Background: an optimization exercise with open tools, aiming at small area. Do not read the settings as production practice.
The RTL was checked by simulation tests, not by an equivalence proof against the original design.
Power figures rest on the tool's default switching activity, not on a simulated workload.

==> constraint.sdc <==
create_clock -name core_clock -period 6.0 [get_ports {in_clock}]
set_input_delay 1.2000 -clock core_clock [delete_from_list [all_inputs] [get_ports {in_clock}]]
set_output_delay 1.2000 -clock core_clock [all_outputs]
set_load 0.01 [all_outputs]
==> design.v <==
module rgb_to_ycbcr_444(
  input wire in_reset,
  input wire in_clock,
  input wire [7:0] in_r,
  input wire [7:0] in_g,
  input wire [7:0] in_b,
  output reg [7:0] out_y,
  output reg [7:0] out_cb,
  output reg [7:0] out_cr
  );
  always @(posedge in_clock)begin
    if(in_reset) begin
      out_y <= 0;
      out_cb <= 0;
      out_cr <= 0;
    end
    else begin
      out_y <= 16+(((in_r<<6)+(in_r<<1)+(in_g<<7)+in_g+(in_b<<4)+(in_b<<3)+in_b)>>8);
      out_cb <= 128 + ((-((in_r<<5)+(in_r<<2)+(in_r<<1))-((in_g<<6)+(in_g<<3)+(in_g<<1))+(in_b<<7)-(in_b<<4))>>8);
      out_cr <= 128 + (((in_r<<7)-(in_r<<4)-((in_g<<6)+(in_g<<5)-(in_g<<1))-((in_b<<4)+(in_b<<1)))>>8);
    end
  end
endmodule
==> run.sh <==
#!/bin/bash
# synth_recipe.tcl (not shown) runs the flow's synth.tcl, then flattens the netlist and writes it again
# the make line also repeats each setting of config.mk as NAME=value (left out here)
make -C /OpenROAD-flow-scripts/flow DESIGN_CONFIG=/design/flow/config.mk WORK_HOME=/design/flow/orfs CLKGATE_MAP_FILE= SYNTH_SCRIPT=/design/flow/synth_recipe.tcl finish
==> config.mk <==
export PLATFORM = sky130hd
export DESIGN_NAME = rgb_to_ycbcr_444
export DESIGN_NICKNAME = rgb_to_ycbcr_444
export VERILOG_FILES = /design/flow/design.v
export SDC_FILE = /design/flow/constraint.sdc
export NUM_CORES = 4
export LEC_CHECK = 0
export CAP_MARGIN = 20
export CORE_MARGIN = 2
export CORE_UTILIZATION = 40
export SLEW_MARGIN = 20
==> results of run 1 <==
-- stage by stage --
step,instances,area (µm²),util
3_3_place_gp,858,6600,0.498
6_report,864,6720,0.508
2_1_floorplan,576,5450,-
3_5_place_dp,858,6600,0.498
4_1_cts,862,6700,0.506
5_1_grt,864,6720,0.508
-- worst max-delay path, cell delays in order --
cell             delay [ns]
clkdlybuf4s50_1        0.43
ha_1                   0.24
fa_1                   0.39
a21oi_1                0.17
nor2_1                 0.06
nor2_1                 0.15
xnor2_1                0.16
fa_1                   0.45
fa_1                   0.47
fa_1                   0.54
inv_1                  0.04
ha_1                   0.20
nor2_1                 0.12
and2_0                 0.16
or3b_4                 0.40
a311oi_4               0.35
o31ai_2                0.12
mux2_4                 0.29
-- cells by family after synthesis --
| family | Yosys count |
|---|---|
| AOI/OAI and AO/OA | 81 |
| xor gates and xnor gates | 20 |
| adders and majority gates | 195 |
| buffers and inverters | 174 |
| DFF | 24 |
| muxes | 4 |
| and+or+nand+nor | 78 |
-- final cells by class --
type | instances | area [µm²] | area share
clock buffer | 3 | 75.1 | 0.0112
tap | 176 | 220 | 0.0328
multi-input combinational | 378 | 4320 | 0.643
timing repair buffer | 111 | 956 | 0.142
sequential | 24 | 480 | 0.0715
inverter | 171 | 642 | 0.0955
clock inverter | 1 | 30.0 | 0.00447
-- cells in the mapped netlist (2+ instances only) --
library cell / instances
inv_1: 171
ha_1: 102
fa_1: 93
nor2_1: 31
dfxtp_1: 24
a21oi_1: 20
o21ai_0: 12
nand2_1: 11
xnor2_1: 10
xor2_1: 10
o21a_1: 9
o21bai_1: 7
nor3_1: 6
nand3_1: 5
nor2b_1: 5
a21o_1: 4
a31oi_1: 4
or3_1: 4
a211oi_1: 3
a311o_1: 3
and3_1: 3
clkbuf_1: 3
nand2b_1: 3
o211ai_1: 3
a31o_2: 2
mux2_2: 2
nor3b_1: 2
o2111ai_1: 2
o31ai_1: 2
-- sequential cells by signal, summed over array words and instances, names as in the netlist --
register / flops
out_cr: 8
out_cb: 8
out_y: 8
-- power groups by stage --
stage               clock network [mW]  logic, mW  registers [mW]
floorplan                            0       1.55           0.292
CTS                              0.207       2.32           0.255
global placement                     0       2.24           0.257
finish                           0.202       2.32           0.254
detailed placement                   0       2.30           0.257
global route                     0.211       2.67           0.262
-- layer usage --
metal / track usage / wire [µm]
met5: 0 / 0
met4: 0.0429 / 231
met3: 0.0184 / 629
met2: 0.344 / 6480
met1: 0.273 / 5970
-- final timing paths --
check / start / endpoint / slack, ns / cells after the start
worst min-delay path: in_reset / out_cb[2]$_SDFF_PP0_ / 1.73 / 3
worst max-delay path: in_b[0] / out_cr[4]$_SDFF_PP0_ / 0.23 / 18
-- timing repair --
| item | CTS | global route |
|---|---|---|
| gates resized for setup | 0 | 2 |
| setup buffers | 0 | 2 |
| setup endpoints to repair | 0 | 3 |
==> summary.txt, run 1 <==
routed wire length 13.3 mm; Final min period 5.77 ns; Adder-Cell Fraction of Synth Area 0.576; Combinational Power Share 0.836; #FFs+latches synth 24; setup TNS 0 ns; Num CTS Buffers 3; first-pass GRT wire length 22.4 mm; RSZ-0062 raised after global routing no; fin crit share 0.962; Final Max Tran Viols 0; Worst Setup End Kind flip-flop; die height 121 µm; core box area 13,200 µm²; share of the synthesized area in the top cell type 0.342; combinational family with the most area after synthesis adder cells; root buffer selected by CTS clkbuf_16; Worst-path clk slew 0.07 ns; Leak Pwr 3.48 nW; ANT cells 0; worst setup margin 0.231 ns; CP Launch Type input pin; status complete, no violations; Max clock buf depth 2; area grow syn2layout 23.5%; CP max FO 2; overall routing resource usage 0.199; commonest non-fill, non-tap cells in the layout 171 x inv_1, 102 x ha_1, 93 x fa_1, 62 x buf_4, 49 x clkdlybuf4s50_1; post-synthesis async set-or-reset flop share 0; final total power 2.78 mW; Layout Nets 910; max_cap viols 0; Net Switching 1.29 mW; Syn Nets 797; post-route ant nets 0; largest net degree at the start of global routing 33; die area 14,600 µm²; WL/cell 15.4 µm; post-synthesis xor/xnor area fraction 0.0322; Port-buffer cells 49; Area contributors post-synth fa_1 34%, ha_1 23%, inv_1 12%; pre-CTS WS -0.0711 ns; H-tree depth 1; DR vias 4,198; worst setup path class input pin to flip-flop; Cell Int Power 1.49 mW; Slew @ Worst Pin 0.538 ns; Die W 121 µm; GRT overflow 0; post-synthesis sequential area ratio 0.0882; Syn Std Cell Area 5450 µm²; Power Dens Cells 413 nW/µm²; switching portion of total power 0.465; final hold vios 0; Post-DP HPWL 12.0 mm; top achievable clock speed 173 MHz; vias in the first global route 4,590; Hold WS 1.73 ns; Fill cells 1,285; Initial DRC Count 237; total of warnings raised by yosys 1; Critical Path RT 6.16 ns; CTS tree yes; HP Class input pin to flip-flop; top_reg_cell synth dfxtp_1; simple logic cell fraction of the synthesized area 0.0705; io pins 50; hold_buf cts 0; CTS Sinks 24; Synth Area in Compound Gates 0.104; multiplexer share of the synthesized area 0.00873; antenna violations before repair 0; most common cell after layout, fill and taps aside inv_1; DRC violations left 0; share of layout cells above drive strength 1 0.113; Slew HR 0.638; router iterations before antenna repair 4; EDFF count, synth 0; Flop pwr share 0.091; routability cong. 0.950; routed vias/inst 4.86; Setup-failing EPs final 0; Std-Cell Rows 42; power share of the clock group 0.073; Cells after Synth 576; Starting Density 0.411; VDD IR-drop max 0.296 mV; CP arrival 5.93 ns; synth unique cells 49; Mean Syn Cell Area 9.45 µm²; Synth area leader fa_1
==> run 2: changes to the inputs <==
--- a/config.mk
+++ b/config.mk
@@ -7,5 +7,7 @@
 export LEC_CHECK = 0
 export CAP_MARGIN = 20
 export CORE_MARGIN = 2
-export CORE_UTILIZATION = 40
+export CORE_UTILIZATION = 60
+export CTS_BUF_LIST = sky130_fd_sc_hd__clkbuf_4 sky130_fd_sc_hd__clkbuf_8
+export GPL_TIMING_DRIVEN = 0
 export SLEW_MARGIN = 20
==> run 2 against run 1 <==
Worst hold slack got worse by 0.13 ns. Largest cell class unchanged. Highest routed layer unchanged. Non-clock buffer count fell by 48. Power down 5.6%. Design area decreased by 6.5%. Sequential power about the same. Area after synthesis is the same. Worst setup slack got worse by 0.071 ns. Critical path type unchanged.
==> summary.txt, run 2 <==
CTS tree yes (unchanged); routed vias/inst 5.49 (was 4.86); max_cap viols 0 (unchanged); Power Dens Cells 417 nW/µm² (was 413 nW/µm²); Post-DP HPWL 10.5 mm (was 12.0 mm); top flop regs out_cb: 8 flops, out_cr: 8 flops, out_y: 8 flops (unchanged); Final Max Tran Viols 0 (unchanged); area of the multi-input gates 4340 µm² (was 4320 µm²); Non-Filler Instances 748 (was 864); commonest non-fill, non-tap cells in the layout 162 x inv_1, 102 x ha_1, 93 x fa_1, 39 x clkdlybuf4s50_1, 29 x nor2_1 (was 171 x inv_1, 102 x ha_1, 93 x fa_1, 62 x buf_4, 49 x clkdlybuf4s50_1); Critical Path RT 6.19 ns (was 6.16 ns); most common cell after layout, fill and taps aside inv_1 (unchanged); Mean Syn Cell Area 9.45 µm² (unchanged); io pins 50 (unchanged); most frequent cells after synthesis 171 x inv_1, 102 x ha_1, 93 x fa_1, 31 x nor2_1, 24 x dfxtp_1 (unchanged); Setup-failing EPs final 0 (unchanged); area grow syn2layout 15.5% (was 23.5%); Area contributors post-synth fa_1 34%, ha_1 23%, inv_1 12% (unchanged); Port-buffer cells 49 (unchanged); H-tree depth 1 (unchanged); HP Class input pin to flip-flop (unchanged); DR vias 4,106 (was 4,198); synth unique cells 49 (unchanged); Slew @ Worst Pin 0.745 ns (was 0.538 ns); share of layout cells above drive strength 1 0.0625 (was 0.113); Worst-path clk slew 0.10 ns (was 0.07 ns); Final min period 5.84 ns (was 5.77 ns); Worst Setup End Kind flip-flop (unchanged); routability cong. 0.893 (was 0.950); antenna violations before repair 0 (unchanged); top achievable clock speed 171 MHz (was 173 MHz); total of warnings raised by yosys 1 (unchanged); CP arrival 6.03 ns (was 5.93 ns); max incr delay on CP 0.63 ns (was 0.54 ns); GRT overflow 0 (unchanged); router iterations before antenna repair 5 (was 4); largest net degree at the start of global routing 15 (was 33); core box area 8760 µm² (was 13,200 µm²); DRC violations left 0 (unchanged); CTS Sinks 24 (unchanged); Register Area 480 µm² (unchanged); ANT cells 0 (unchanged); CP max FO 5 (was 2); root buffer selected by CTS clkbuf_8 (was clkbuf_16); first-pass GRT wire length 20.7 mm (was 22.4 mm); Max clock buf depth 2 (unchanged); DP Cell Count 733 (was 858); post-synthesis sequential area ratio 0.0882 (unchanged); routed wire length 12.4 mm (was 13.3 mm); fin crit share 0.973 (was 0.962); share of the synthesized area in the top cell type 0.342 (unchanged); final hold vios 0 (unchanged); count leader, synth inv_1 (unchanged); Fill cells 689 (was 1,285); status complete, no violations (unchanged); Starting Density 0.621 (was 0.411); VDD IR-drop max 0.281 mV (was 0.296 mV); vias in the first global route 4,293 (was 4,590); Die W 99.3 µm (was 121 µm); Syn Std Cell Area 5450 µm² (unchanged); Leak Pwr 3.27 nW (was 3.48 nW); Initial DRC Count 157 (was 237); Num CTS Buffers 3 (unchanged); WL/cell 16.6 µm (was 15.4 µm); overall routing resource usage 0.272 (was 0.199); Std-Cell Rows 34 (was 42); Synth area leader fa_1 (unchanged); die area 9850 µm² (was 14,600 µm²); post-route ant nets 0 (unchanged); Slew HR 0.503 (was 0.638); top_reg_cell synth dfxtp_1 (unchanged); worst-path cell chain clkdlybuf4s50_1 > inv_1 > fa_1 > inv_1 > fa_1 > fa_1 > fa_1 > inv_1 > ha_1 > o21a_1 > o21ai_1 > a21o_1 > o211ai_1 > a31o_2 > mux2_2 (was clkdlybuf4s50_1 > ha_1 > fa_1 > a21oi_1 > nor2_1 > nor2_1 > xnor2_1 > fa_1 > fa_1 > fa_1 > inv_1 > ha_1 > nor2_1 > and2_0 > or3b_4 > a311oi_4 > o31ai_2 > mux2_4); CP Launch Type input pin (unchanged); EDFF count, synth 0 (unchanged); Layout Nets 862 (was 910); CP dominant cell by count fa_1 (unchanged); die height 99.3 µm (was 121 µm); RSZ-0062 raised after global routing no (unchanged); Slowest cell on crit path clkdlybuf4s50_1 (was fa_1); Hold WS 1.60 ns (was 1.73 ns); post-synthesis async set-or-reset flop share 0 (unchanged); worst setup path class input pin to flip-flop (unchanged); Cells after Synth 576 (unchanged); #FFs+latches synth 24 (unchanged); Syn Nets 797 (unchanged)
-- run 2: cell type report --
cell class,count,share of cell area
well taps,108,0.0215
multi-input cells,378,0.691
clock inverters,1,0.00478
flip-flops and latches,24,0.0764
repair buffers,60,0.0939
inverters,171,0.104
clock buffers,3,0.00657
plain buffers,3,0.00179
-- run 2: repair_timing --
item / CTS / global route
setup buffers: 1 / 10
pin swaps: 1 / 1
gates resized for setup: 6 / 21
hold buffers: 0 / 0
endpoints found under the setup margin: 6 / 11
-- run 2: metal layers --
| metal | up-vias | track usage | part of all wire |
|---|---|---|---|
| met3 | 15 | 0.0218 | 0.041 |
| met4 | 0 | 0.0601 | 0.019 |
| li1 | 1944 | - | - |
| met1 | 2053 | 0.369 | 0.44 |
| met2 | 94 | 0.478 | 0.50 |
| met5 | - | 0 | 0 |
-- run 2: report_power, final --
| part | internal, mW | switching (mW) |
|---|---|---|
| logic | 1.00 | 1.21 |
| registers | 0.237 | 0.0154 |
| clock network | 0.0895 | 0.0657 |
-- run 2: worst max-delay path, delay by kind of cell --
family	cells	cell delay (ns)
compound gates	5	1.13
buf+inv	4	1.01
mux	1	0.32
fa+ha+maj	5	2.35
-- run 2: worst paths after layout --
path | start | endpoint | slack (ns) | depth (start not counted)
hold / removal | in_r[6] | out_cr[7]$_SDFF_PP0_ | 1.60 | 5
setup / recovery | in_r[3] | out_cb[6]$_SDFF_PP0_ | 0.16 | 15
-- run 2: cell families after synthesis --
logic type	Yosys count	share of synthesized area
buf+inv	174	0.120
flops	24	0.0882
fa+ha+maj	195	0.576
simple gates	78	0.0705
compound gates	81	0.104
xor+xnor	20	0.0322
mux	4	0.00873
-- run 2: through the flow --
step	setup slack, ns	cell area [µm²]	setup TNS [ns]	total power [mW]	util
2_1_floorplan	0.538	5450	0	1.84	-
3_3_place_gp	-0.372	6070	-2.42	2.30	0.693
3_5_place_dp	-0.476	6070	-3.58	2.37	0.693
4_1_cts	0.00256	6150	0	2.57	0.702
5_1_grt	0.0000555	6290	0	2.92	0.718
6_report	0.160	6290	0	2.62	0.718

afterwards: timing with drivers on the ports:
The results above use ideal ports. As a check the final layouts listed here were re-extracted and re-timed, cells and wires unchanged. Step 1 assumes that a clkbuf_16 drives the clock port and a buf_2 every other input. Step 2 moves the port delays by t, midway between the first and last clock arrival at a register: inputs arrive t later, outputs are due t later. That takes back most of the time a late clock gives input paths. Three values: ideal ports, drivers, drivers and shift; two values: the first two.
run | t (ns) | slack for setup (ns) | hold slack, ns | clock arrival spread, ns
run 1 | 0.303 | 0.231 / 0.242 / -0.061 | 1.726 / 1.712 / 1.960 | 0.004 / 0.004
run 2 | 0.313 | 0.160 / 0.164 / -0.149 | 1.596 / 1.586 / 1.899 | 0.004 / 0.004
With both steps, setup timing fails in run 1 and run 2, where it was met with ideal ports. For run 2, which loses most, drivers alone change the setup slack by +0.004 ns; drivers and shift together by -0.309 ns.
